Source: an optimization exercise on an open RTL-to-GDS flow (aim: small area, a short achievable clock period and few clock cycles). Production flows keep margins and buffers that such runs may drop.
RTL that was checked went through simulation tests only; none was proved equivalent to the original.
The RTL of run 7 was laid out without a check of its function.

==> flow/design.v <==
`default_nettype none
module xtea_core(
                 input wire           clk,
                 input wire           reset_n,
                 input wire           encdec,    
                 input wire           start,     
                 input wire           mode_we,   
                 input wire           mode_new,  
                 output wire          busy,
                 output wire          ready,
                 input wire [127 : 0] key,       
                 input wire [63 : 0]  block,     
                 output wire [63 : 0] result     
                );
  localparam [31 : 0] DELTA    = 32'h9e3779b9;
  localparam [31 : 0] DEC_INIT = 32'hc6ef3720;  
  logic          busy_reg;
  logic [5 : 0]  hr_reg;         
  logic [31 : 0] sum_reg;        
  logic [31 : 0] a_reg;          
  logic [31 : 0] b_reg;          
  logic          last;
  logic          step;
  logic          sum_step;
  logic          fin_dec;
  logic [31 : 0] self_w;
  logic [31 : 0] other_w;
  logic [31 : 0] keyw;
  logic [31 : 0] rk;
  logic [31 : 0] f;
  logic [32 : 0] sum33;
  logic [31 : 0] new_w;
  assign busy   = busy_reg;
  assign last   = (hr_reg == 6'h3f);
  assign ready  = !busy_reg || last;
  assign result = {a_reg, b_reg};
  assign step     = busy_reg || start;
  assign sum_step = step && !hr_reg[0];
  assign fin_dec  = last && !encdec;
  assign self_w  = busy_reg ? a_reg : (encdec ? block[63 : 32] : block[31 : 0]);
  assign other_w = busy_reg ? b_reg : (encdec ? block[31 : 0]  : block[63 : 32]);
  always_comb
    begin
      logic [1 : 0] sel;
      sel = (hr_reg[0] ^ encdec) ? sum_reg[1 : 0] : sum_reg[12 : 11];
      case (sel)
        2'd0: keyw = key[127 : 96];
        2'd1: keyw = key[95 : 64];
        2'd2: keyw = key[63 : 32];
        default: keyw = key[31 : 0];
      endcase
    end
  assign rk    = (sum_reg + keyw) ^ {32{!encdec}};
  assign f     = ({other_w[27 : 0], 4'h0} ^ {5'h0, other_w[31 : 5]}) + other_w;
  assign sum33 = {self_w, 1'b1} + {f ^ rk, !encdec};
  assign new_w = sum33[32 : 1];
  always_ff @ (posedge clk or negedge reset_n)
    begin : ctrl_update
      if (!reset_n)
        begin
          busy_reg <= 1'b0;
          hr_reg   <= 6'h0;
        end
      else
        begin
          if (step)
            hr_reg <= hr_reg + 6'h1;
          if (start)
            busy_reg <= 1'b1;
          else if (last)
            busy_reg <= 1'b0;
        end
    end
  always_ff @ (posedge clk)
    begin : dp_update
      if (step)
        begin
          a_reg <= fin_dec ? new_w : other_w;
          if (!fin_dec)
            b_reg <= new_w;
        end
      if (mode_we)
        sum_reg <= mode_new ? 32'h0 : DEC_INIT;
      else if (last)
        sum_reg <= encdec ? 32'h0 : DEC_INIT;
      else if (sum_step)
        sum_reg <= encdec ? sum_reg + DELTA : sum_reg - DELTA;
    end
endmodule  
`default_nettype none
module xtea(
            input wire               clk,
            input wire               reset_n,
            input wire               cs,
            input wire               we,
            input wire      [7 : 0]  address,
            input wire      [31 : 0] write_data,
            output wire     [31 : 0] read_data
           );
  localparam ADDR_CTRL    = 8'h08;
  localparam ADDR_CONFIG  = 8'h0a;
  localparam ADDR_ROUNDS  = 8'h0c;
  localparam ADDR_KEY0    = 8'h10;
  localparam ADDR_BLOCK0  = 8'h20;
  localparam CORE_NAME0   = 32'h78746561;  
  localparam CORE_NAME1   = 32'h2d313238;  
  localparam CORE_VERSION = 32'h302e3630;  
  logic [31 : 0] key_reg [0 : 3];
  logic [31 : 0] block_reg [0 : 1];
  logic          encdec_reg;
  logic          wr;
  logic          start;
  logic          mode_we;
  logic          busy;
  logic          ready;
  logic [63 : 0] result;
  logic [31 : 0] const_data;
  assign wr      = cs && we && !busy;
  assign start   = wr && (address == ADDR_CTRL) && write_data[1];
  assign mode_we = wr && ((address == ADDR_CONFIG) || (address == ADDR_ROUNDS));
  xtea_core core(
                 .clk(clk),
                 .reset_n(reset_n),
                 .encdec(encdec_reg),
                 .start(start),
                 .mode_we(mode_we),
                 .mode_new(write_data[0]),
                 .busy(busy),
                 .ready(ready),
                 .key({key_reg[0], key_reg[1], key_reg[2], key_reg[3]}),
                 .block({block_reg[0], block_reg[1]}),
                 .result(result)
                );
  always_ff @ (posedge clk)
    begin : reg_update
      if (mode_we)
        encdec_reg <= write_data[0];
      if (wr && (address[7 : 2] == ADDR_KEY0[7 : 2]))
        key_reg[address[1 : 0]] <= write_data;
      if (wr && (address[7 : 1] == ADDR_BLOCK0[7 : 1]))
        block_reg[address[0]] <= write_data;
    end
  always_comb
    begin : const_mux
      if (address[3])
        const_data = {31'h0, ready};
      else if (address[1])
        const_data = CORE_VERSION;
      else if (address[0])
        const_data = CORE_NAME1;
      else
        const_data = CORE_NAME0;
    end
  assign read_data = address[5] ? (address[0] ? result[31 : 0] : result[63 : 32]) :
                     const_data;
endmodule  
==> flow/run.sh <==
#!/bin/bash
# synth_recipe.tcl (not shown) runs the flow's synth.tcl, then flattens the netlist and writes it again
# the make line also repeats each setting of config.mk as NAME=value (left out here)
make -C /OpenROAD-flow-scripts/flow DESIGN_CONFIG=/design/flow/config.mk WORK_HOME=/design/flow/orfs CLKGATE_MAP_FILE= SYNTH_SCRIPT=/design/flow/synth_recipe.tcl finish
==> flow/config.mk <==
export PLATFORM = sky130hd
export DESIGN_NAME = xtea
export DESIGN_NICKNAME = xtea
export VERILOG_FILES = /design/flow/design.v
export SDC_FILE = /design/flow/constraint.sdc
export NUM_CORES = 4
export LEC_CHECK = 0
export CAP_MARGIN = 20
export CORE_MARGIN = 2
export CORE_UTILIZATION = 40
export SLEW_MARGIN = 20
==> flow/constraint.sdc <==
create_clock -name core_clock -period 7.5 [get_ports {clk}]
set_input_delay 1.5000 -clock core_clock [delete_from_list [all_inputs] [get_ports {clk}]]
set_output_delay 1.5000 -clock core_clock [all_outputs]
set_load 0.01 [all_outputs]
==> impl_metrics.csv, run 1 <==
group,metric,value,unit
outcome,outcome,"complete, no violations",
floorplanning,die-area,49370,um2
setup_path,r2r_cells,27,
setup_path,r2r_start,"encdec_reg$_DFFE_PP_",
synth,synth_seq_area_share,0.4649,
routing,dr.pass1.iters,5,
routing,wl_per_cell,21.44,um
placement,gp_congestion,0.9323,
global_route,grt_max_degree,92,
clock_network,cts-root-buf,"clkbuf_16",
floorplanning,initial_core_util,0.4073,
setup_path,crit_arrival,7390,ps
clock_network,cts.sinks,296,
synth,yosysUniqueCellTypes,70,
setup_path,r2r-end,"core.a_reg[31]$_DFFE_PN_",
global_route,grt_overflow,0,
synth,yosysWarnings,2,
clock_network,numCtsBuffers,34,
synth,syn_inst,1699,
synth,yosysTopAreaCell,"edfxtp_1",
floorplanning,core_area,46750,um2
routing,drtIter0Drc,1152,
routing,drcViolationCount,0,
clock_network,cts_tree,"done",
setup_path,cp-start-kind,"flip-flop",
synth,syn-num-nets,1875,
setup_path,critPathBufInv,0,
floorplanning,die_h,222.2,um
synth,syn_area,19040,um2
flow_run,cap_violations,0,
setup_path,crit_path_frequent_cell,"a21o_1",
timing,fin_skew,25.24,ps
clock_network,cts-htree-levels,2,
synth,synthTopCellsByCount,"289 x edfxtp_1, 159 x a21oi_1, 156 x xnor2_1",
synth,synth.most_common_cell,"edfxtp_1",
timing,tightest_slew,1063,ps
timing,slew_headroom,0.2913,
setup_path,critical_path_class,"flip-flop to flip-flop",
synth,async_flop_share,0.02365,
timing,finalCriticalPeriod,7112,ps
floorplanning,ioPinCount,76,
routing,num_vias,13780,
timing,setup_viol,0,
setup_path,critPathCaptureType,"flip-flop",
global_route,grt_usage,0.2067,
global_route,grt_antenna_before_repair,8,
timing,fin_crit_sh,0.9483,
min_path,hold_end,"core.hr_reg[5]$_DFFE_PN0N_",
placement,pre_cts_ws,208.9,ps
synth,synth_edf_count,289,
cells_and_area,fin_cells,2434,
placement,portBuffers,75,
timing,fin_tns_setup,0,ps
floorplanning,rows,79,
setup_path,cp_data_required_time,7780,ps
timing,final-hold-violation-count,0,
cells_and_area,syn_to_final_growth,15.13,%
timing,fin_hold_ws,466.1,ps
synth,ys_seq_elements,296,
clock_network,clk-insertion-delay-late,530,ps
floorplanning,dieWidth,222.2,um
min_path,worstHoldPathType,"flip-flop to flip-flop",
setup_path,path_max_fanout,3,
cells_and_area,largest_reg_flops,128,
setup_path,critPathMaxStageDelay,530,ps
clock_network,clk_pin_slew,60,ps
timing,rsz0062_at_grt,"false",
setup_path,cpLargestDelayFamily,"compound AO/OA/AOI/OAI gates",
cells_and_area,final_net_count,1976,
placement,hpwl,37970,um
global_route,grt_pass1_vias,13221,
min_path,min_delay_path_depth,1,
global_route,grt_pass1_wl,78030,um
clock_network,clk_path_buf_depth,3,
placement,dp_cells,2369,
routing,via_per_inst,5.661,
timing,slew_viol_final,0,
synth,dominantRegCellSynth,"edfxtp_1",
setup_path,r2r_setup_slack,390,ps
min_path,min_from,"core.hr_reg[5]$_DFFE_PN0N_",
timing,fmax,0.1406,GHz
setup_path,critical-path-slowest-cell,"mux4_2",
synth,avgSynthCellArea,11.21,um2
synth,synth.top_cell.area_share,0.4557,
cells_and_area,fillers,4297,
routing,postRouteAntennaNets,0,
cells_and_area,drive_gt1_frac,0.09370,
synth,yosys-top-cells-area,"edfxtp_1 46%, ha_1 8.4%, xnor2_1 7.2%",
timing,fin_ws,387.6,ps
routing,wl,52180,um
worst register-to-register path, stage by stage (launching register included):
cell	delay, ps
edfxtp_1	510
xnor2_4	300
mux2i_4	300
mux4_2	530
ha_1	230
fa_1	430
a21o_1	210
a21o_1	220
a211o_1	350
a41o_1	270
a31oi_2	250
nand2b_1	160
o21ai_0	120
a21o_1	240
a31oi_1	220
xnor2_1	130
ha_1	320
o21a_1	120
o21a_1	100
o21ai_0	90
or4_1	530
a211oi_2	220
o31ai_1	130
a21oi_1	180
xnor2_1	130
xnor2_2	160
xnor2_2	160
mux2_2	260
area by class of cell:
class                           instances  area, um2  share of cell area
Antenna cell                            2      5.005           0.0002283
Sequential cell                       296       8857              0.4040
Tap cell                              607      759.5             0.03464
Clock inverter                         17      173.9            0.007932
Inverter                               60      225.2             0.01027
Timing Repair Buffer                  122       1122             0.05119
Multi-Input combinational cell       1286       9829              0.4483
Clock buffer                           44      952.2             0.04343
routing by layer:
| layer | GRT usage | share of wire |
|---|---|---|
| met1 | 0.3012 | 0.47 |
| met2 | 0.3213 | 0.44 |
| met3 | 0.03359 | 0.064 |
| met4 | 0.05078 | 0.022 |
| met5 | 0 | 0.00098 |
cell usage in the layout (no fill, tap or decap), types with 4 or more instances in the layout:
cell type,instances
a211o_1,5
a211oi_1,4
a21o_1,82
a21oi_1,157
a22o_1,4
a311oi_1,4
a31oi_1,8
and2_1,6
and3_1,9
buf_4,43
clkbuf_1,7
clkbuf_16,38
clkdlybuf4s50_1,73
clkinv_1,4
clkinv_2,4
dfrtp_1,6
edfxtp_1,289
fa_1,4
ha_1,128
inv_1,60
mux2_2,9
mux2i_1,81
mux4_2,32
nand2_1,148
nand2b_1,19
nand3_1,18
nand4_1,9
nor2_1,85
nor2b_1,23
nor3_1,11
nor4_1,5
o211ai_1,7
o21a_1,18
o21ai_0,107
o21ai_1,9
o21bai_1,9
o31ai_1,4
xnor2_1,156
xor2_1,57
per-stage QoR:
step           cell area (um2)  utilization
6_report                 21920       0.4689
5_1_grt                  21920       0.4688
4_1_cts                  21860       0.4676
3_5_place_dp             20740       0.4435
3_3_place_gp             20740       0.4435
2_1_floorplan            19040            -
kinds of logic after synthesis:
kind of cell | share of synthesized area
flops | 0.4649
compound gates | 0.1522
buf+inv | 0.02326
simple gates | 0.08403
mux | 0.08679
fa+ha+maj | 0.08831
xor+xnor | 0.1005
worst max-delay path by stage:
stage	start	end	slack [ps]	cells past startpoint
2_1_floorplan	encdec_reg$_DFFE_PP_	core.a_reg[31]$_DFFE_PN_	70	28
3_3_place_gp	encdec_reg$_DFFE_PP_	core.a_reg[31]$_DFFE_PN_	320	28
3_5_place_dp	encdec_reg$_DFFE_PP_	core.a_reg[31]$_DFFE_PN_	210	28
4_1_cts	encdec_reg$_DFFE_PP_	core.a_reg[31]$_DFFE_PN_	200	28
5_1_grt	encdec_reg$_DFFE_PP_	core.a_reg[31]$_DFFE_PN_	60	27
6_report	encdec_reg$_DFFE_PP_	core.a_reg[31]$_DFFE_PN_	390	27
what timing repair did:
action / CTS / global route
setup buffers: 0 / 1
hold buffers: 0 / 0
endpoints found under the hold margin: 0 / 0
gates resized for setup: 0 / 8
setup endpoints to repair: 0 / 2
Testbench counts, summed over its fixed seeds: cycles 35,136.
==> run 2, diff against run 1 <==
--- a/flow/design.v
+++ b/flow/design.v
@@ -13,36 +13,34 @@
                  output wire [63 : 0] result     
                 );
-  localparam [31 : 0] DELTA    = 32'h9e3779b9;
-  localparam [31 : 0] DEC_INIT = 32'hc6ef3720;  
+  localparam [31 : 0] DELTA        = 32'h9e3779b9;
+  localparam [31 : 0] DEC_INIT     = ~32'hc6ef3720;  
+  localparam [1 : 0]  DEC_INIT_SEL = 2'd2;           
   logic          busy_reg;
   logic [5 : 0]  hr_reg;         
   logic [31 : 0] sum_reg;        
+  logic [1 : 0]  sel_reg;        
+  logic          swap_reg;       
   logic [31 : 0] a_reg;          
   logic [31 : 0] b_reg;          
   logic          last;
   logic          step;
-  logic          sum_step;
-  logic          fin_dec;
+  logic [31 : 0] sum_inc;
+  logic [1 : 0]  sel_next;
   logic [31 : 0] self_w;
   logic [31 : 0] other_w;
   logic [31 : 0] keyw;
-  logic [31 : 0] rk;
+  logic [32 : 0] rk33;
   logic [31 : 0] f;
-  logic [32 : 0] sum33;
-  logic [31 : 0] new_w;
+  logic [32 : 0] new33;
   assign busy   = busy_reg;
   assign last   = (hr_reg == 6'h3f);
   assign ready  = !busy_reg || last;
-  assign result = {a_reg, b_reg};
-  assign step     = busy_reg || start;
-  assign sum_step = step && !hr_reg[0];
-  assign fin_dec  = last && !encdec;
+  assign result = swap_reg ? {b_reg, a_reg} : {a_reg, b_reg};
+  assign step = busy_reg || start;
   assign self_w  = busy_reg ? a_reg : (encdec ? block[63 : 32] : block[31 : 0]);
   assign other_w = busy_reg ? b_reg : (encdec ? block[31 : 0]  : block[63 : 32]);
   always_comb
     begin
-      logic [1 : 0] sel;
-      sel = (hr_reg[0] ^ encdec) ? sum_reg[1 : 0] : sum_reg[12 : 11];
-      case (sel)
+      case (sel_reg)
         2'd0: keyw = key[127 : 96];
         2'd1: keyw = key[95 : 64];
@@ -51,8 +49,15 @@
       endcase
     end
-  assign rk    = (sum_reg + keyw) ^ {32{!encdec}};
+  assign rk33  = {sum_reg, 1'b1} + {keyw ^ {32{!encdec}}, !encdec};
   assign f     = ({other_w[27 : 0], 4'h0} ^ {5'h0, other_w[31 : 5]}) + other_w;
-  assign sum33 = {self_w, 1'b1} + {f ^ rk, !encdec};
-  assign new_w = sum33[32 : 1];
+  assign new33 = {self_w, 1'b1} + {f ^ rk33[32 : 1], !encdec};
+  assign sum_inc = sum_reg + DELTA;
+  always_comb
+    begin
+      if (!hr_reg[0])
+        sel_next = encdec ? sum_inc[12 : 11] : ~sum_inc[1 : 0];
+      else
+        sel_next = encdec ? sum_reg[1 : 0] : ~sum_reg[12 : 11];
+    end
   always_ff @ (posedge clk or negedge reset_n)
     begin : ctrl_update
@@ -76,14 +81,25 @@
       if (step)
         begin
-          a_reg <= fin_dec ? new_w : other_w;
-          if (!fin_dec)
-            b_reg <= new_w;
+          a_reg <= other_w;
+          b_reg <= new33[32 : 1];
         end
+      if (start)
+        swap_reg <= !encdec;
       if (mode_we)
-        sum_reg <= mode_new ? 32'h0 : DEC_INIT;
+        begin
+          sum_reg <= mode_new ? 32'h0 : DEC_INIT;
+          sel_reg <= mode_new ? 2'd0 : DEC_INIT_SEL;
+        end
       else if (last)
-        sum_reg <= encdec ? 32'h0 : DEC_INIT;
-      else if (sum_step)
-        sum_reg <= encdec ? sum_reg + DELTA : sum_reg - DELTA;
+        begin
+          sum_reg <= encdec ? 32'h0 : DEC_INIT;
+          sel_reg <= encdec ? 2'd0 : DEC_INIT_SEL;
+        end
+      else if (step)
+        begin
+          if (!hr_reg[0])
+            sum_reg <= sum_inc;
+          sel_reg <= sel_next;
+        end
     end
 endmodule  
--- a/flow/config.mk
+++ b/flow/config.mk
@@ -9,3 +9,4 @@
 export CORE_MARGIN = 2
 export CORE_UTILIZATION = 40
+export SETUP_SLACK_MARGIN = 1.5
 export SLEW_MARGIN = 20
==> impl_metrics.csv, run 2 <==
group,metric,value,unit
cells_and_area,final_net_count,1805,
timing,finalCriticalPeriod,5803,ps
synth,syn-num-nets,1677,
placement,gp_congestion,0.9014,
floorplanning,die-area,46280,um2
clock_network,ctsHoldBuffers,0,
cells_and_area,drive_gt1_frac,0.1298,
setup_path,r2r_cells,28,
setup_path,r2r-end,"core.b_reg[31]$_DFFE_PP_",
routing,dr.pass1.iters,6,
timing,final-hold-violation-count,0,
global_route,grt_use_met1,0.3082,
routing,via_per_inst,5.512,
synth,synth.most_common_cell,"edfxtp_1",
cells_and_area,largest_reg_flops,128,
setup_path,crit_arrival,6060,ps
timing,fin_crit_sh,0.7738,
setup_path,cp-start-kind,"flip-flop",
cells_and_area,fin_cells,2281,
clock_network,cts.sinks,299,
routing,num_vias,12573,
timing,setup_viol,0,
clock_network,numCtsBuffers,35,
outcome,outcome,"complete, no violations",
setup_path,crit_path_frequent_cell,"a21o_1",
clock_network,cts-root-buf,"clkbuf_16",
floorplanning,initial_core_util,0.4041,
synth,yosysWarnings,2,
global_route,grt_antenna_before_repair,1,
synth,synthTopCellsByCount,"292 x edfxtp_1, 160 x xnor2_1, 147 x nand2_1",
cells_and_area,final_common_cell,"edfxtp_1",
cells_and_area,seq_area,8947,um2
placement,hpwl,34190,um
setup_path,critical_path_class,"flip-flop to flip-flop",
synth,yosys-top-cells-area,"edfxtp_1 49%, xnor2_1 7.9%, ha_1 6.8%",
timing,fin_tns_setup,0,ps
routing,drcViolationCount,0,
synth,ys_seq_elements,299,
clock_network,cts_tree,"done",
cells_and_area,fillers,3998,
setup_path,critPathBufInv,4,
setup_path,cpLargestDelayFamily,"compound AO/OA/AOI/OAI gates",
clock_network,clk_pin_slew,60,ps
clock_network,clk_path_buf_depth,3,
cells_and_area,final_cell_mix,"292 x edfxtp_1, 156 x xnor2_1, 147 x nand2_1",
synth,syn_area,17830,um2
flow_run,cap_violations,0,
global_route,grt_pass1_wl,72710,um
global_route,grt_use_met3,0.03142,
floorplanning,core_area,44120,um2
synth,avgSynthCellArea,11.62,um2
placement,portBuffers,75,
placement,dp_cells,2175,
cells_and_area,multi_input_area,8781,um2
synth,async_flop_share,0.02341,
routing,wl,48130,um
synth,yosysTopAreaCell,"edfxtp_1",
cells_and_area,syn_to_final_growth,18.53,%
setup_path,path_max_fanout,9,
clock_network,cts-htree-levels,2,
timing,slew_viol_final,0,
synth,synth.top_cell.area_share,0.4918,
synth,syn_inst,1534,
floorplanning,ioPinCount,76,
global_route,gr-usage-met2,0.3067,
global_route,grt_max_degree,51,
global_route,grt_overflow,0,
min_path,worstHoldPathType,"flip-flop to flip-flop",
timing,rsz0062_at_grt,"false",
synth,yosysUniqueCellTypes,70,
min_path,min_delay_path_depth,1,
routing,wl_per_cell,21.10,um
floorplanning,rows,77,
timing,slew_headroom,0.4621,
synth,dominantRegCellSynth,"edfxtp_1",
synth,synth_edf_count,292,
global_route,top_usage_layer,"met1",
clock_network,clk-insertion-delay-late,530,ps
setup_path,cp_data_required_time,7760,ps
min_path,min_from,"core.hr_reg[4]$_DFFE_PN0P_",
global_route,grt_pass1_vias,12242,
min_path,hold_end,"core.hr_reg[4]$_DFFE_PN0P_",
timing,fmax,0.1723,GHz
routing,drtIter0Drc,1214,
floorplanning,die_h,215.1,um
setup_path,r2r_setup_slack,1700,ps
cells_and_area,fin_util,0.4790,
global_route,grt_usage,0.2042,
routing,postRouteAntennaNets,0,
setup_path,critPathMaxStageDelay,400,ps
setup_path,r2r_start,"encdec_reg$_DFFE_PP_",
setup_path,critPathCaptureType,"flip-flop",
floorplanning,dieWidth,215.1,um
timing,fin_skew,16.88,ps
setup_path,critical-path-slowest-cell,"edfxtp_1",
timing,tightest_slew,806.0,ps
synth,synth_seq_area_share,0.5016,
## run 2: changes by cell type after synthesis, moves of 9 or more
cell     delta
inv_1      -20
a21oi_1    -45
ha_1       -31
nor2b_1    -15
a21o_1     -29
mux2_2      -9
## run 2: what timing repair did
item | 4_1_cts | 5_1_grt
cloned | 1 | 1
setup buffers | 14 | 25
pin swaps | 0 | 14
gates resized for setup | 27 | 43
setup endpoints to repair | 11 | 11
## run 2: area by class of cell
type	instances	area share
Clock buffer	42	0.04363
Clock inverter	20	0.006216
Inverter	40	0.007104
Multi-Input combinational cell	1141	0.4155
Timing Repair Buffer	145	0.06891
Tap cell	592	0.03505
Antenna cell	2	0.0002368
Sequential cell	299	0.4234
## run 2: worst reg2reg max path, delay by kind of cell (launching register included)
kind / cells / cell delay [ps]
compound gates: 14 / 2870
simple gates: 5 / 690
buf+inv: 4 / 630
fa+ha+maj: 2 / 510
flops: 1 / 400
xor+xnor: 2 / 320
mux: 1 / 120
## run 2: worst max path at each step
stage / startpoint / to / slack (ps) / cells after the start
floorplan: encdec_reg$_DFFE_PP_ / core.b_reg[31]$_DFFE_PP_ / 1670 / 28
global placement: core.sel_reg[0]$_SDFFCE_PP0P_ / core.b_reg[31]$_DFFE_PP_ / 1070 / 23
detailed placement: encdec_reg$_DFFE_PP_ / core.b_reg[31]$_DFFE_PP_ / 980 / 20
CTS: core.sel_reg[1]$_DFFE_PP_ / core.b_reg[28]$_DFFE_PP_ / 1500 / 23
global route: encdec_reg$_DFFE_PP_ / core.b_reg[31]$_DFFE_PP_ / 1440 / 24
finish: encdec_reg$_DFFE_PP_ / core.b_reg[31]$_DFFE_PP_ / 1700 / 28
## run 2: cell families after synthesis
logic type                 share of synthesized area
and+or+nand+nor                              0.08379
AOI/OAI and AO/OA                             0.1330
buffers and inverters                        0.02021
muxes                                        0.08618
xor gates and xnor gates                      0.1049
DFF                                           0.5016
adders and majority gates                    0.07032
## run 2: per-stage QoR
stage	worst slack (ps)	hold WS (ps)	cell area [um2]
after floorplan	1675	442.4	17830
after global placement	1074	461.1	19380
after detailed placement	975.1	466.9	19380
after CTS	1500	479.5	20690
after global routing	1438	498.4	21130
final	1697	470.7	21130
## run 2: per-layer routing
layer / vias to the layer above / share of wire / wire length [um]
met5: - / 0 / 0
met4: 0 / 0.024 / 1147
met3: 62 / 0.066 / 3157
met2: 426 / 0.43 / 20860
met1: 6111 / 0.48 / 22960
li1: 5974 / - / -
Testbench counts of run 2, summed over its fixed seeds: cycles 35,136.
==> run 3, diff against run 2 <==
--- a/flow/config.mk
+++ b/flow/config.mk
@@ -9,4 +9,4 @@
 export CORE_MARGIN = 2
 export CORE_UTILIZATION = 40
-export SETUP_SLACK_MARGIN = 1.5
+export SETUP_SLACK_MARGIN = 2.5
 export SLEW_MARGIN = 20
==> impl_metrics.csv, run 3 <==
group,metric,value,unit
cells_and_area,final_cell_mix,"292 x edfxtp_1, 145 x nand2_1, 138 x xnor2_1",
synth,yosysTopAreaCell,"edfxtp_1",
timing,tightest_slew,657.6,ps
routing,via_per_inst,5.541,
placement,gp_congestion,0.8981,
setup_path,cp-start-kind,"flip-flop",
clock_network,clk-insertion-delay-late,530,ps
timing,slew_headroom,0.5575,
routing,num_vias,13048,
synth,synth_edf_count,292,
placement,portBuffers,75,
floorplanning,initial_core_util,0.4041,
cells_and_area,antenna_cells,0,
setup_path,critPathCaptureType,"flip-flop",
min_path,min_from,"core.hr_reg[4]$_DFFE_PN0P_",
clock_network,cts_tree,"done",
setup_path,cp-startpoint,"core.sel_reg[0]$_SDFFCE_PP0P_",
timing,rsz0062_at_grt,"true",
timing,fin_skew,18.08,ps
cells_and_area,multi_input_area,9389,um2
routing,drcViolationCount,0,
flow_run,cap_violations,0,
routing,dr.pass1.iters,5,
clock_network,numCtsBuffers,34,
floorplanning,ioPinCount,76,
clock_network,clk_pin_slew,60,ps
routing,drtIter0Drc,959,
setup_path,r2r_start,"core.sel_reg[0]$_SDFFCE_PP0P_",
synth,syn_area,17830,um2
floorplanning,dieWidth,215.1,um
synth,syn-num-nets,1677,
cells_and_area,design_area,22420,um2
timing,finalCriticalPeriod,5662,ps
global_route,grt_max_degree,48,
cells_and_area,final_net_count,1881,
synth,dominantRegCellSynth,"edfxtp_1",
synth,avgSynthCellArea,11.62,um2
cells_and_area,final_common_cell,"edfxtp_1",
synth,async_flop_share,0.02341,
synth,synth.most_common_cell,"edfxtp_1",
clock_network,cts.sinks,299,
clock_network,cts-root-buf,"clkbuf_16",
synth,synth.top_cell.area_share,0.4918,
synth,syn_inst,1534,
floorplanning,rows,77,
routing,wl,50130,um
setup_path,critical_path_class,"flip-flop to flip-flop",
min_path,worstHoldPathType,"flip-flop to flip-flop",
synth,synthTopCellsByCount,"292 x edfxtp_1, 160 x xnor2_1, 147 x nand2_1",
global_route,grt_usage,0.2092,
clock_network,cts-htree-levels,2,
floorplanning,core_area,44120,um2
clock_network,ctsHoldBuffers,0,
global_route,grt_overflow,0,
routing,wl_per_cell,21.29,um
timing,fin_tns_setup,0,ps
global_route,grt_pass1_vias,12648,
timing,final-hold-violation-count,0,
cells_and_area,seq_area,8947,um2
timing,slew_viol_final,0,
floorplanning,die_h,215.1,um
synth,yosys-top-cells-area,"edfxtp_1 49%, xnor2_1 7.9%, ha_1 6.8%",
setup_path,crit_arrival,5930,ps
synth,yosysUniqueCellTypes,70,
timing,setup_viol,0,
global_route,grt_pass1_wl,74590,um
setup_path,cp_data_required_time,7760,ps
global_route,grt_antenna_before_repair,1,
timing,fmax,0.1766,GHz
floorplanning,die-area,46280,um2
placement,hpwl,34650,um
timing,fin_crit_sh,0.7550,
cells_and_area,largest_reg_flops,128,
placement,dpl-instance-area,19480,um2
outcome,outcome,"complete, no violations",
cells_and_area,drive_gt1_frac,0.2218,
cells_and_area,fillers,3906,
cells_and_area,fin_util,0.5081,
synth,synth_seq_area_share,0.5016,
synth,yosysWarnings,2,
synth,ys_seq_elements,299,
cells_and_area,syn_to_final_growth,25.75,%
setup_path,path_max_fanout,4,
routing,postRouteAntennaNets,0,
clock_network,clk_path_buf_depth,3,
## run 3: path summary, 6_finish.rpt
kind | endpoint | slack, ps | cells after the start
min reg2reg | core.hr_reg[4]$_DFFE_PN0P_ | 480 | 1
max reg2reg | core.b_reg[28]$_DFFE_PP_ | 1840 | 27
max in group asynchronous | core.busy_reg$_DFFE_PN0P_ | 5870 | 1
min | core.hr_reg[4]$_DFFE_PN0P_ | 480 | 1
max | core.b_reg[28]$_DFFE_PP_ | 1840 | 27
min in group asynchronous | core.busy_reg$_DFFE_PN0P_ | 1290 | 1
## run 3: repair_timing
item / 4_1_cts / 5_1_grt
buffers inserted: 82 / 30
pin swaps: 62 / 74
resized for setup: 101 / 93
endpoints found under the setup margin: 54 / 31
gates cloned: 2 / 0
## run 3: cells by family (layout without fill, tap and decap cells)
kind of cell | count (synthesis) | in the layout | synth area share
compound gates | 381 | 381 | 0.1330
mux | 111 | 111 | 0.08618
simple gates | 338 | 338 | 0.08379
xor+xnor | 212 | 212 | 0.1049
buf+inv | 94 | 323 | 0.02021
flops | 299 | 299 | 0.5016
fa+ha+maj | 99 | 99 | 0.07032
## run 3: cell type report
type	count	share of cell area
repair inverters	1	0.0003348
clock buffers	41	0.03912
multi-input cells	1141	0.4188
inverters	40	0.006864
well taps	592	0.03304
repair buffers	221	0.09336
clock inverters	20	0.009431
flip-flops and latches	299	0.3991
## run 3: layer usage
layer	wire length, um	track usage
met1	23850	0.3100
met2	22560	0.3278
met3	2666	0.02236
met4	1054	0.05310
met5	0	0
## run 3: critical path, stage by stage (launching register included)
cell	delay [ps]
edfxtp_1	430
buf_6	130
mux4_2	540
xnor2_2	160
ha_1	290
nor2b_4	140
o21ai_2	200
o211ai_1	100
buf_4	170
a31oi_4	180
buf_6	140
o21ai_4	50
a21o_1	180
a21oi_2	190
xnor2_2	110
xnor2_2	210
ha_1	300
buf_6	130
buf_6	100
a21o_1	180
a221oi_2	350
nand2_1	140
o21ai_2	220
a41oi_2	180
nand3_2	140
a21oi_2	70
a311oi_2	270
xnor2_1	110
## run 3: metrics by stage
step / setup WS, ps / hold WS [ps] / instances
2_1_floorplan: 2309 / 442.4 / 1534
3_3_place_gp: 1288 / 463.1 / 2179
3_5_place_dp: 1155 / 463.8 / 2179
4_1_cts: 1900 / 477.6 / 2324
5_1_grt: 1580 / 498.0 / 2355
6_report: 1838 / 476.3 / 2355
==> run 4, diff against run 3 <==
--- a/flow/config.mk
+++ b/flow/config.mk
@@ -9,4 +9,3 @@
 export CORE_MARGIN = 2
 export CORE_UTILIZATION = 40
-export SETUP_SLACK_MARGIN = 2.5
 export SLEW_MARGIN = 20
==> impl_metrics.csv, run 4 <==
group,metric,value,unit
cells_and_area,design_area,20520,um2
setup_path,critical-path-slowest-cell,"dfrtp_4",
clock_network,clk_pin_slew,60,ps
routing,wl_per_cell,20.78,um
clock_network,ctsHoldBuffers,0,
setup_path,r2r_cells,24,
floorplanning,die-area,46280,um2
synth,synthSimpleGateAreaFrac,0.08379,
clock_network,post_cts_buffers,0,
routing,wl,46520,um
timing,fin_crit_sh,0.8744,
setup_path,cp_data_required_time,7780,ps
routing,num_vias,12352,
setup_path,crit_path_frequent_cell,"a21o_1",
timing,fin_hold_ws,474.0,ps
min_path,worstHoldPathType,"flip-flop to flip-flop",
setup_path,critPathMaxStageDelay,930,ps
timing,final-hold-violation-count,0,
routing,postRouteAntennaNets,0,
routing,drtIter0Drc,1078,
setup_path,critical_path_class,"flip-flop to flip-flop",
setup_path,r2r_setup_slack,940,ps
timing,fmax,0.1525,GHz
synth,synth_mux_area_frac,0.08618,
synth,yosysTopAreaCell,"edfxtp_1",
cells_and_area,final_common_cell,"edfxtp_1",
global_route,grt_antenna_before_repair,1,
floorplanning,ioPinCount,76,
synth,synthTopCellsByCount,"292 x edfxtp_1, 160 x xnor2_1, 147 x nand2_1",
cells_and_area,syn_to_final_growth,15.10,%
timing,tightest_slew,996.6,ps
routing,dr.pass1.iters,5,
synth,synth_compound_area_frac,0.1330,
outcome,outcome,"complete, no violations",
setup_path,cp_cell_sequence,"o21ai_0, xnor2_1, ha_1, a21o_1, a221o_1, a41oi_1, nand3b_1, nand2_1, a21o_1, a21o_1, a21o_1, a21oi_1, xnor2_1, ha_1, a21oi_1, nor3_1, nor4_1, nor4_1, a2111oi_0, o21ai_1, a21oi_1, o2bb2ai_1, o21ai_0, xnor3_1",
setup_path,cp-start-kind,"flip-flop",
setup_path,r2r_start,"core.busy_reg$_DFFE_PN0P_",
clock_network,clk-insertion-delay-late,540,ps
min_path,min_from,"core.hr_reg[4]$_DFFE_PN0P_",
synth,async_flop_share,0.02341,
routing,drcViolationCount,0,
cells_and_area,fin_util,0.4651,
clock_network,clk_path_buf_depth,3,
cells_and_area,drive_gt1_frac,0.08333,
synth,syn-num-nets,1677,
cells_and_area,final_cell_mix,"292 x edfxtp_1, 159 x xnor2_1, 147 x nand2_1",
floorplanning,core_area,44120,um2
timing,slew_headroom,0.3356,
cells_and_area,final_net_count,1762,
setup_path,path_max_fanout,84,
synth,syn_inst,1534,
clock_network,numCtsBuffers,35,
synth,dominantRegCellSynth,"edfxtp_1",
clock_network,cts_resized,0,
synth,syn_area,17830,um2
floorplanning,die_h,215.1,um
setup_path,cpLargestDelayFamily,"compound AO/OA/AOI/OAI gates",
setup_path,r2r-end,"core.b_reg[31]$_DFFE_PP_",
timing,fin_tns_setup,0,ps
floorplanning,dieWidth,215.1,um
placement,portBuffers,75,
clock_network,cts-htree-levels,2,
timing,setup_viol,0,
synth,synth_seq_area_share,0.5016,
floorplanning,initial_core_util,0.4041,
synth,ys_seq_elements,299,
synth,yosysWarnings,2,
clock_network,cts.sinks,299,
synth,synthAdderAreaFrac,0.07032,
setup_path,critPathBufInv,0,
synth,synth-xor-area-share,0.1049,
synth,synth.top_cell.area_share,0.4918,
setup_path,crit_arrival,6830,ps
global_route,grt_overflow,0,
floorplanning,rows,77,
timing,rsz0062_at_grt,"false",
clock_network,cts_tree,"done",
placement,dpl-instance-area,19390,um2
synth,synth_edf_count,292,
setup_path,critPathCaptureType,"flip-flop",
min_path,min_delay_path_depth,1,
synth,synth.most_common_cell,"edfxtp_1",
synth,synth_top_family_by_area,"compound AO/OA/AOI/OAI gates",
synth,yosysUniqueCellTypes,70,
synth,avgSynthCellArea,11.62,um2
global_route,grt_pass1_vias,11950,
placement,hpwl,34040,um
cells_and_area,largest_reg_flops,128,
flow_run,cap_violations,0,
routing,via_per_inst,5.519,
clock_network,cts-root-buf,"clkbuf_16",
min_path,hold_end,"core.hr_reg[4]$_DFFE_PN0P_",
synth,yosys-top-cells-area,"edfxtp_1 49%, xnor2_1 7.9%, ha_1 6.8%",
global_route,grt_pass1_wl,71140,um
global_route,grt_usage,0.1996,
placement,gp_congestion,0.8910,
timing,slew_viol_final,0,
timing,finalCriticalPeriod,6558,ps
timing,fin_skew,15.49,ps
global_route,grt_max_degree,85,
run 4: cell counts after synthesis:
Identical to the previous run, type by type.
run 4: layer usage:
layer / routed length, um / part of all wire / GRT usage / vias up
met3: 2881 / 0.062 / 0.03468 / 64
met2: 19970 / 0.43 / 0.2978 / 380
met1: 22690 / 0.49 / 0.3002 / 6013
li1: - / - / - / 5895
met4: 971 / 0.021 / 0.04966 / 0
met5: 0 / 0 / 0 / -
run 4: cell families (layout without fill, tap and decap cells):
logic type	after synthesis	in the layout
AOI/OAI and AO/OA	381	381
and+or+nand+nor	338	338
DFF	299	299
xor gates and xnor gates	212	212
muxes	111	111
adders and majority gates	99	99
buffers and inverters	94	204
other	0	2
run 4: worst max-delay path by stage:
stage	endpoint	cells past startpoint	start
2_1_floorplan	core.b_reg[31]$_DFFE_PP_	28	encdec_reg$_DFFE_PP_
3_3_place_gp	core.b_reg[31]$_DFFE_PP_	23	core.sel_reg[0]$_SDFFCE_PP0P_
3_5_place_dp	core.b_reg[31]$_DFFE_PP_	27	encdec_reg$_DFFE_PP_
4_1_cts	core.b_reg[28]$_DFFE_PP_	23	core.sel_reg[0]$_SDFFCE_PP0P_
5_1_grt	core.b_reg[31]$_DFFE_PP_	23	core.sel_reg[0]$_SDFFCE_PP0P_
6_report	core.b_reg[31]$_DFFE_PP_	24	core.busy_reg$_DFFE_PN0P_
run 4: final cells by class:
class                           count  area (um2)
Fill cell                        4037       23600
Sequential cell                   299        8947
Multi-Input combinational cell   1141        8572
Timing Repair Buffer              102       978.4
Clock buffer                       39       890.9
Tap cell                          592       740.7
Clock inverter                     23       237.7
Inverter                           40       150.1
Antenna cell                        2       5.005
run 4: per-stage QoR:
stage          setup slack, ps  instances
2_1_floorplan             1321       1534
5_1_grt                  375.4       2236
6_report                 942.4       2238
4_1_cts                  976.8       2236
3_5_place_dp             970.0       2174
3_3_place_gp              1082       2173
==> run 5, diff against run 4 <==
--- a/flow/config.mk
+++ b/flow/config.mk
@@ -9,3 +9,6 @@
 export CORE_MARGIN = 2
 export CORE_UTILIZATION = 40
+export CTS_BUF_LIST = sky130_fd_sc_hd__clkbuf_8
+export CTS_CLUSTER_SIZE = 30
+export SETUP_SLACK_MARGIN = 1.5
 export SLEW_MARGIN = 20
==> impl_metrics.csv, run 5 <==
group,metric,value,unit
min_path,min_delay_path_depth,1,
clock_network,clk_path_buf_depth,3,
setup_path,critical_path_class,"flip-flop to flip-flop",
cells_and_area,final_net_count,1826,
synth,syn_inst,1534,
timing,finalCriticalPeriod,5832,ps
timing,slew_viol_final,0,
global_route,grt_overflow,0,
global_route,grt_pass1_wl,73200,um
synth,ys_seq_elements,299,
timing,fmax,0.1715,GHz
routing,via_per_inst,5.485,
synth,synth.top_cell.area_share,0.4918,
flow_run,cap_violations,0,
floorplanning,die-area,46280,um2
timing,slew_headroom,0.4445,
setup_path,r2r_cells,27,
routing,wl_per_cell,20.92,um
clock_network,cts_tree,"done",
cells_and_area,final_common_cell,"edfxtp_1",
setup_path,critPathCaptureType,"flip-flop",
floorplanning,rows,77,
setup_path,cp-start-kind,"flip-flop",
cells_and_area,design_area,21180,um2
routing,wl,48470,um
timing,final-hold-violation-count,0,
placement,portBuffers,75,
synth,synth_seq_area_share,0.5016,
clock_network,cts-root-buf,"clkbuf_8",
clock_network,cts-htree-levels,2,
global_route,grt_max_degree,51,
min_path,worstHoldPathType,"flip-flop to flip-flop",
routing,num_vias,12708,
synth,yosysWarnings,2,
synth,avgSynthCellArea,11.62,um2
placement,dpl-instance-area,19380,um2
timing,fin_hold_ws,471.5,ps
global_route,grt_antenna_before_repair,1,
clock_network,cts.sinks,299,
placement,hpwl,34190,um
timing,rsz0062_at_grt,"false",
placement,gp_congestion,0.9014,
setup_path,r2r-end,"core.b_reg[31]$_DFFE_PP_",
timing,fin_tns_setup,0,ps
synth,synth.most_common_cell,"edfxtp_1",
routing,drtIter0Drc,1261,
setup_path,r2r_start,"encdec_reg$_DFFE_PP_",
timing,fin_crit_sh,0.7775,
floorplanning,initial_core_util,0.4041,
synth,dominantRegCellSynth,"edfxtp_1",
routing,dr.pass1.iters,5,
setup_path,path_max_fanout,8,
synth,synth_edf_count,292,
clock_network,clk_pin_slew,70,ps
floorplanning,die_h,215.1,um
timing,setup_viol,0,
setup_path,cp_data_required_time,7850,ps
synth,async_flop_share,0.02341,
floorplanning,core_area,44120,um2
timing,tightest_slew,831.5,ps
routing,drcViolationCount,0,
floorplanning,ioPinCount,76,
synth,syn-num-nets,1677,
routing,postRouteAntennaNets,0,
synth,yosysUniqueCellTypes,70,
cells_and_area,syn_to_final_growth,18.77,%
cells_and_area,drive_gt1_frac,0.1422,
cells_and_area,final_cell_mix,"292 x edfxtp_1, 156 x xnor2_1, 147 x nand2_1",
floorplanning,dieWidth,215.1,um
synth,yosys-top-cells-area,"edfxtp_1 49%, xnor2_1 7.9%, ha_1 6.8%",
global_route,grt_usage,0.2052,
synth,synthTopCellsByCount,"292 x edfxtp_1, 160 x xnor2_1, 147 x nand2_1",
synth,yosysTopAreaCell,"edfxtp_1",
outcome,outcome,"complete, no violations",
cells_and_area,fillers,4016,
setup_path,crit_arrival,6180,ps
timing,fin_skew,32.90,ps
synth,syn_area,17830,um2
global_route,grt_pass1_vias,12422,
setup_path,r2r_setup_slack,1670,ps
clock_network,ctsHoldBuffers,0,
clock_network,clk-insertion-delay-late,620,ps
min_path,min_from,"core.hr_reg[4]$_DFFE_PN0P_",
clock_network,numCtsBuffers,51,
min_path,hold_end,"core.hr_reg[4]$_DFFE_PN0P_",
cells_and_area,largest_reg_flops,128,
-- run 5: logic make-up after synthesis --
kind of cell	count (synthesis)	synth area share
xor+xnor	212	0.1049
flops	299	0.5016
buf+inv	94	0.02021
mux	111	0.08618
fa+ha+maj	99	0.07032
compound gates	381	0.1330
simple gates	338	0.08379
-- run 5: how the worst max path moves through the flow --
stage	start	end	slack, ps
global placement	core.sel_reg[0]$_SDFFCE_PP0P_	core.b_reg[31]$_DFFE_PP_	1070
global route	encdec_reg$_DFFE_PP_	core.b_reg[31]$_DFFE_PP_	1470
detailed placement	encdec_reg$_DFFE_PP_	core.b_reg[31]$_DFFE_PP_	980
floorplan	encdec_reg$_DFFE_PP_	core.b_reg[31]$_DFFE_PP_	1670
finish	encdec_reg$_DFFE_PP_	core.b_reg[31]$_DFFE_PP_	1670
CTS	core.sel_reg[1]$_DFFE_PP_	core.b_reg[28]$_DFFE_PP_	1500
-- run 5: through the flow --
| stage | std cells | util | setup WS (ps) |
|---|---|---|---|
| after floorplan | 1534 | - | 1675 |
| after global placement | 2175 | 0.4393 | 1074 |
| after detailed placement | 2175 | 0.4393 | 975.1 |
| after CTS | 2283 | 0.4688 | 1502 |
| after global routing | 2315 | 0.4798 | 1466 |
| final | 2317 | 0.4799 | 1668 |
-- run 5: worst max-delay path: stages (launching register included) --
cell and delay, ps:
edfxtp_1 500, clkbuf_16 230, buf_4 140, mux2i_1 120, o21ai_2 300, buf_4 180
ha_1 280, a21o_1 210, a221o_1 350, a41oi_2 210, nand3b_1 200, nand2_1 110
a21o_1 190, a21o_1 210, a21o_1 200, a21oi_2 140, xnor2_1 130, ha_2 220
a21oi_2 130, nor3_1 60, nor4_1 210, nor4_1 90, a2111oi_1 370, o21ai_2 150
a21oi_2 190, o2bb2ai_2 140, o21ai_1 110, xnor3_1 190
-- run 5: area by class of cell --
type,count,area [um2],area share
inverter,40,150.1,0.007090
antenna,2,5.005,0.0002363
clock buffer,54,743.2,0.03510
clock inverter,39,307.8,0.01453
timing repair buffer,150,1490,0.07037
multi-input combinational,1141,8792,0.4152
sequential,299,8947,0.4225
tap,592,740.7,0.03498
-- run 5: per-layer routing --
metal,track usage,wire (um)
met5,0,0
met3,0.03468,3339
met4,0.06253,1256
met1,0.3073,22980
met2,0.3032,20900
-- run 5: what timing repair did --
item | 4_1_cts | 5_1_grt
endpoints found under the setup margin | 11 | 11
cloned | 1 | 1
pin swaps | 0 | 17
resized for setup | 27 | 44
setup buffers | 14 | 30
==> run 6, diff against run 5 <==
--- a/flow/config.mk
+++ b/flow/config.mk
@@ -9,6 +9,6 @@
 export CORE_MARGIN = 2
 export CORE_UTILIZATION = 40
-export CTS_BUF_LIST = sky130_fd_sc_hd__clkbuf_8
-export CTS_CLUSTER_SIZE = 30
+export CTS_BUF_LIST = sky130_fd_sc_hd__clkbuf_4
+export CTS_CLUSTER_SIZE = 20
 export SETUP_SLACK_MARGIN = 1.5
 export SLEW_MARGIN = 20
==> impl_metrics.csv, run 6 <==
group,metric,value,unit
global_route,grt_antenna_before_repair,2,
placement,hpwl,34190,um
clock_network,cts-htree-levels,3,
routing,drcViolationCount,0,
global_route,grt_overflow,0,
setup_path,crit_path_frequent_cell,"a21oi_2",
timing,fin_crit_sh,0.7796,
routing,dr.pass1.iters,8,
floorplanning,die-area,46280,um2
placement,portBuffers,75,
placement,gp_congestion,0.9014,
timing,finalCriticalPeriod,5847,ps
flow_run,cap_violations,0,
setup_path,crit_arrival,6360,ps
placement,dp_cells,2175,
synth,synth_edf_count,292,
timing,fin_tns_setup,0,ps
cells_and_area,fin_cells,2361,
global_route,grt_pass1_wl,73530,um
cells_and_area,final_cell_mix,"292 x edfxtp_1, 154 x xnor2_1, 147 x nand2_1",
clock_network,numCtsBuffers,80,
cells_and_area,drive_gt1_frac,0.1720,
setup_path,cp-start-kind,"flip-flop",
routing,wl,49320,um
synth,synth_seq_area_share,0.5016,
synth,yosys-top-cells-area,"edfxtp_1 49%, xnor2_1 7.9%, ha_1 6.8%",
synth,syn-num-nets,1677,
synth,syn_inst,1534,
synth,synthTopCellsByCount,"292 x edfxtp_1, 160 x xnor2_1, 147 x nand2_1",
synth,syn_area,17830,um2
clock_network,clk-insertion-delay-late,800,ps
timing,slew_viol_final,0,
timing,tightest_slew,809.6,ps
setup_path,critPathCaptureType,"flip-flop",
clock_network,clk_pin_slew,80,ps
global_route,grt_pass1_vias,12699,
timing,slew_headroom,0.4561,
setup_path,critical_path_class,"flip-flop to flip-flop",
cells_and_area,largest_reg_flops,128,
synth,synth.most_common_cell,"edfxtp_1",
floorplanning,dieWidth,215.1,um
setup_path,critical-path-slowest-cell,"nor4_1",
setup_path,critPathBufInv,3,
outcome,outcome,"complete, no violations",
cells_and_area,syn_to_final_growth,19.26,%
routing,wl_per_cell,20.89,um
synth,avgSynthCellArea,11.62,um2
floorplanning,rows,77,
min_path,worstHoldPathType,"flip-flop to flip-flop",
floorplanning,initial_core_util,0.4041,
global_route,grt_usage,0.2085,
routing,postRouteAntennaNets,0,
timing,rsz0062_at_grt,"false",
synth,yosysUniqueCellTypes,70,
setup_path,cpLargestDelayFamily,"compound AO/OA/AOI/OAI gates",
timing,setup_viol,0,
clock_network,cts.sinks,299,
setup_path,critPathMaxStageDelay,440,ps
clock_network,clk_path_buf_depth,3,
timing,fmax,0.1710,GHz
floorplanning,core_area,44120,um2
synth,dominantRegCellSynth,"edfxtp_1",
global_route,grt_max_degree,51,
floorplanning,die_h,215.1,um
synth,async_flop_share,0.02341,
routing,via_per_inst,5.509,
cells_and_area,final_common_cell,"edfxtp_1",
timing,final-hold-violation-count,0,
timing,fin_hold_ws,472.7,ps
clock_network,cts-root-buf,"clkbuf_4",
synth,yosysTopAreaCell,"edfxtp_1",
cells_and_area,final_net_count,1857,
clock_network,cts_tree,"done",
synth,yosysWarnings,2,
timing,fin_skew,49.54,ps
routing,drtIter0Drc,1248,
routing,num_vias,13006,
synth,ys_seq_elements,299,
setup_path,path_max_fanout,4,
cells_and_area,fin_util,0.4819,
synth,synth.top_cell.area_share,0.4918,
setup_path,cp_data_required_time,8010,ps
floorplanning,ioPinCount,76,
run 6: final timing paths:
check | end | from | slack, ps | cells after the start
worst max-delay path | core.b_reg[31]$_DFFE_PP_ | encdec_reg$_DFFE_PP_ | 1650 | 29
worst min-delay path | core.hr_reg[4]$_DFFE_PN0P_ | core.hr_reg[4]$_DFFE_PN0P_ | 470 | 1
worst max register to register | core.b_reg[31]$_DFFE_PP_ | encdec_reg$_DFFE_PP_ | 1650 | 29
worst min register to register | core.hr_reg[4]$_DFFE_PN0P_ | core.hr_reg[4]$_DFFE_PN0P_ | 470 | 1
max in group asynchronous | core.busy_reg$_DFFE_PN0P_ | reset_n | 6230 | 1
min in group asynchronous | core.hr_reg[3]$_DFFE_PN0P_ | reset_n | 1000 | 1
run 6: stage by stage:
| stage | worst slack [ps] | cell area, um2 |
|---|---|---|
| global placement | 1074 | 19380 |
| global route | 1407 | 21260 |
| floorplan | 1675 | 17830 |
| finish | 1653 | 21260 |
| detailed placement | 975.1 | 19380 |
| CTS | 1505 | 20700 |
run 6: cell type report:
class,instances,area (um2)
timing repair buffer,152,1564
multi-input combinational,1141,8816
clock inverter,24,207.7
inverter,40,150.1
fill,4032,22860
clock buffer,111,833.3
sequential,299,8947
tap,592,740.7
antenna,2,5.005
run 6: per-layer routing:
metal / wire (um) / vias up / share of wire / track usage
met1: 23140 / 6342 / 0.47 / 0.3018
met3: 3216 / 84 / 0.065 / 0.03921
met5: 0 / - / 0 / 0
met4: 1214 / 0 / 0.025 / 0.07793
met2: 21750 / 445 / 0.44 / 0.3108
li1: - / 6135 / - / -
run 6: cell families after synthesis:
kind of cell    after synthesis  share of synthesized area
fa+ha+maj                    99                    0.07032
compound gates              381                     0.1330
xor+xnor                    212                     0.1049
simple gates                338                    0.08379
buf+inv                      94                    0.02021
flops                       299                     0.5016
mux                         111                    0.08618
run 6: timing repair:
action	CTS	global route
pin swaps	0	20
endpoints found under the hold margin	0	0
endpoints found under the setup margin	12	11
gates cloned	1	3
gates resized for setup	29	50
setup buffers	15	29
hold buffers	0	0
==> run 7, diff against run 6 <==
--- a/flow/design.v
+++ b/flow/design.v
@@ -11,4 +11,5 @@
                  input wire [127 : 0] key,       
                  input wire [63 : 0]  block,     
+                 output wire          swap,      
                  output wire [63 : 0] result     
                 );
@@ -36,5 +37,6 @@
   assign last   = (hr_reg == 6'h3f);
   assign ready  = !busy_reg || last;
-  assign result = swap_reg ? {b_reg, a_reg} : {a_reg, b_reg};
+  assign swap   = swap_reg;
+  assign result = {a_reg, b_reg};
   assign step = busy_reg || start;
   assign self_w  = busy_reg ? a_reg : (encdec ? block[63 : 32] : block[31 : 0]);
@@ -130,4 +132,6 @@
   logic          busy;
   logic          ready;
+  logic          swap;
+  logic          rd_b;
   logic [63 : 0] result;
   logic [31 : 0] const_data;
@@ -146,4 +150,5 @@
                  .key({key_reg[0], key_reg[1], key_reg[2], key_reg[3]}),
                  .block({block_reg[0], block_reg[1]}),
+                 .swap(swap),
                  .result(result)
                 );
@@ -168,5 +173,6 @@
         const_data = CORE_NAME0;
     end
-  assign read_data = address[5] ? (address[0] ? result[31 : 0] : result[63 : 32]) :
+  assign rd_b      = address[0] ^ swap;
+  assign read_data = address[5] ? (rd_b ? result[31 : 0] : result[63 : 32]) :
                      const_data;
 endmodule  
--- a/flow/config.mk
+++ b/flow/config.mk
@@ -9,6 +9,4 @@
 export CORE_MARGIN = 2
 export CORE_UTILIZATION = 40
-export CTS_BUF_LIST = sky130_fd_sc_hd__clkbuf_4
-export CTS_CLUSTER_SIZE = 20
 export SETUP_SLACK_MARGIN = 1.5
 export SLEW_MARGIN = 20
==> impl_metrics.csv, run 7 <==
group,metric,value,unit
outcome,outcome,"complete, no violations",
synth,syn_inst,1551,
routing,num_vias,12664,
setup_path,r2r_cells,24,
synth,synthSimpleGateAreaFrac,0.08689,
synth,synth_compound_area_frac,0.1333,
routing,dr.pass1.iters,5,
clock_network,cts.sinks,299,
timing,tightest_slew,832.4,ps
min_path,worstHoldPathType,"flip-flop to flip-flop",
routing,postRouteAntennaNets,0,
routing,wl,47850,um
clock_network,cts-htree-levels,1,
setup_path,cp-start-kind,"flip-flop",
floorplanning,core_area,44220,um2
synth,synth_edf_count,292,
global_route,grt_overflow,0,
clock_network,ctsHoldBuffers,0,
clock_network,numCtsBuffers,31,
global_route,grt_antenna_before_repair,1,
setup_path,r2r_start,"encdec_reg$_DFFE_PP_",
min_path,min_delay_path_depth,1,
synth,synth_top_family_by_area,"compound AO/OA/AOI/OAI gates",
synth,syn_area,17900,um2
floorplanning,die_h,215.5,um
synth,yosysWarnings,2,
setup_path,cp_data_required_time,7810,ps
synth,synthTopCellsByCount,"292 x edfxtp_1, 159 x xnor2_1, 146 x nand2_1",
timing,fin_skew,15.14,ps
clock_network,clk_pin_slew,60,ps
cells_and_area,fillers,3904,
synth,yosysUniqueCellTypes,69,
cells_and_area,final_common_cell,"edfxtp_1",
routing,via_per_inst,5.511,
synth,yosysTopAreaCell,"edfxtp_1",
setup_path,r2r-end,"core.b_reg[29]$_DFFE_PP_",
timing,slew_viol_final,0,
flow_run,cap_violations,0,
synth,synth_seq_area_share,0.4997,
global_route,grt_max_degree,49,
synth,dominantRegCellSynth,"edfxtp_1",
synth,async_flop_share,0.02341,
timing,rsz0062_at_grt,"false",
placement,gp_congestion,0.8981,
placement,hpwl,33860,um
setup_path,path_max_fanout,16,
timing,final-hold-violation-count,0,
clock_network,clk-insertion-delay-late,570,ps
floorplanning,die-area,46460,um2
floorplanning,initial_core_util,0.4048,
min_path,min_from,"core.hr_reg[5]$_DFFE_PN0P_",
cells_and_area,fin_util,0.4848,
synth,yosys-top-cells-area,"edfxtp_1 49%, xnor2_1 7.8%, ha_1 6.8%",
cells_and_area,drive_gt1_frac,0.1495,
floorplanning,rows,77,
synth,ys_seq_elements,299,
setup_path,critPathCaptureType,"flip-flop",
timing,fmax,0.1734,GHz
routing,drtIter0Drc,1172,
global_route,grt_pass1_vias,12133,
setup_path,crit_arrival,6080,ps
global_route,grt_pass1_wl,71600,um
floorplanning,ioPinCount,76,
routing,drcViolationCount,0,
synth,syn-num-nets,1694,
global_route,grt_usage,0.1993,
routing,wl_per_cell,20.82,um
cells_and_area,final_net_count,1825,
clock_network,cts-root-buf,"clkbuf_16",
cells_and_area,final_cell_mix,"292 x edfxtp_1, 148 x xnor2_1, 145 x nand2_1",
setup_path,critical_path_class,"flip-flop to flip-flop",
timing,fin_crit_sh,0.7691,
timing,fin_tns_setup,0,ps
cells_and_area,largest_reg_flops,128,
synth,avgSynthCellArea,11.54,um2
cells_and_area,antenna_cells,0,
clock_network,clk_path_buf_depth,3,
synth,synth.top_cell.area_share,0.4899,
synth,synth.most_common_cell,"edfxtp_1",
synth,synthAdderAreaFrac,0.07004,
synth,synth_mux_area_frac,0.08514,
cells_and_area,syn_to_final_growth,19.78,%
placement,portBuffers,75,
timing,setup_viol,0,
synth,synth-xor-area-share,0.1035,
timing,finalCriticalPeriod,5768,ps
floorplanning,dieWidth,215.5,um
min_path,hold_end,"core.hr_reg[5]$_DFFE_PN0P_",
setup_path,r2r_setup_slack,1730,ps
clock_network,cts_tree,"done",
timing,slew_headroom,0.4444,
## run 7: changes by cell type after synthesis, moves of 5 or more
| cell | previous run | this run |
|---|---|---|
| a211oi_1 | 4 | 9 |
| a21oi_1 | 114 | 95 |
| inv_1 | 40 | 52 |
| nor2_1 | 89 | 95 |
| and3_1 | 8 | 13 |
| o21ai_0 | 107 | 98 |
| o21ai_1 | 8 | 21 |
| nand3_1 | 16 | 21 |
## run 7: metrics by stage
| step | instance area [um2] | hold WS (ps) | instances | setup WS [ps] |
|---|---|---|---|---|
| 6_report | 21440 | 481.9 | 2298 | 1732 |
| 3_3_place_gp | 19470 | 458.1 | 2196 | 1054 |
| 3_5_place_dp | 19470 | 459.9 | 2196 | 971.2 |
| 5_1_grt | 21440 | 493.1 | 2298 | 1510 |
| 2_1_floorplan | 17900 | 434.8 | 1551 | 1510 |
| 4_1_cts | 20780 | 473.8 | 2265 | 1501 |
## run 7: what timing repair did
item                                    in CTS  in global routing
endpoints found under the setup margin       8                  7
resized for setup                           27                 83
buffers inserted                            10                 31
cloned                                       2                  1
pin swaps                                    3                 35
## run 7: worst max-delay path by stage
stage                                        from                        to  depth (start not counted)  slack (ps)
floorplan                    encdec_reg$_DFFE_PP_  core.b_reg[31]$_DFFE_PP_                         25        1510
global placement             encdec_reg$_DFFE_PP_  core.b_reg[31]$_DFFE_PP_                         25        1050
detailed placement           encdec_reg$_DFFE_PP_  core.b_reg[31]$_DFFE_PP_                         25         970
CTS                 core.sel_reg[0]$_SDFFCE_PP0P_  core.b_reg[31]$_DFFE_PP_                         23        1500
global route        core.sel_reg[0]$_SDFFCE_PP0P_  core.b_reg[28]$_DFFE_PP_                         23        1510
finish                       encdec_reg$_DFFE_PP_  core.b_reg[29]$_DFFE_PP_                         24        1730
## run 7: layer usage
| metal | vias to the layer above | routed length [um] | GRT usage |
|---|---|---|---|
| li1 | 6032 | - | - |
| met5 | - | 0 | 0 |
| met1 | 6153 | 22550 | 0.2989 |
| met4 | 0 | 1063 | 0.04920 |
| met3 | 67 | 3476 | 0.02777 |
| met2 | 412 | 20760 | 0.3043 |
## run 7: final cells by class
| class | instances | area (um2) | area share |
|---|---|---|---|
| Clock buffer | 40 | 839.6 | 0.03916 |
| Clock inverter | 17 | 201.4 | 0.009395 |
| Inverter | 54 | 202.7 | 0.009454 |
| Multi-Input combinational cell | 1150 | 9055 | 0.4223 |
| Sequential cell | 299 | 8947 | 0.4173 |
| Tap cell | 592 | 740.7 | 0.03455 |
| Timing Repair Buffer | 146 | 1454 | 0.06781 |
## run 7: critical path, stage by stage (launching register included)
cell,delay [ps]
edfxtp_1,370
buf_12,150
bufbuf_16,350
mux2i_1,210
o21ai_1,70
buf_4,180
ha_1,380
a21oi_2,200
nand2_1,130
o31ai_4,290
o221ai_2,180
o31a_1,380
a21o_1,200
a21oi_1,170
xnor2_1,100
ha_1,390
nand4_1,190
nor3_1,450
a2111oi_4,160
buf_4,170
o31ai_1,250
a21o_1,200
a21o_1,120
a21oi_1,70
xnor2_1,130
## run 7: kinds of logic (layout without fill, tap and decap cells)
kind of cell,after synthesis,after routing
compound gates,380,380
xor+xnor,210,210
fa+ha+maj,99,99
buf+inv,102,257
flops,299,299
mux,111,111
simple gates,350,350

==> what the ideal ports hide <==
No port has a modelled driver above. Below, the same layouts with a new extraction and two added sets of constraints.
Step 1: set_driving_cell puts a clkbuf_16 on clk and a buf_2 on each other input, an assumption about the parent block.
Step 2 times the ports against the registers' clock, not the clock port: input delays grow and output delays shrink by t, the midpoint of the rising clock arrivals with the driver on.
Slacks: ideal ports / drivers / drivers and shift; pairs: ideal ports / drivers.
| run | t (ns) | slack for setup (ns) | worst setup path after step 2 | cell pins on the clock port's net |
|---|---|---|---|---|
| run 1 | 0.578 | 0.388 / 0.388 / 0.388 | register to register | 1 |
| run 2 | 0.575 | 1.697 / 1.697 / 1.697 | register to register | 1 |
| run 3 | 0.578 | 1.838 / 1.838 / 1.838 | register to register | 1 |
| run 4 | 0.582 | 0.942 / 0.942 / 0.942 | register to register | 1 |
| run 5 | 0.653 | 1.668 / 1.668 / 1.668 | register to register | 1 |
| run 6 | 0.820 | 1.653 / 1.653 / 1.653 | register to register | 1 |
| run 7 | 0.613 | 1.732 / 1.732 / 1.732 | register to register | 1 |
After both steps every run listed still meets setup and hold.
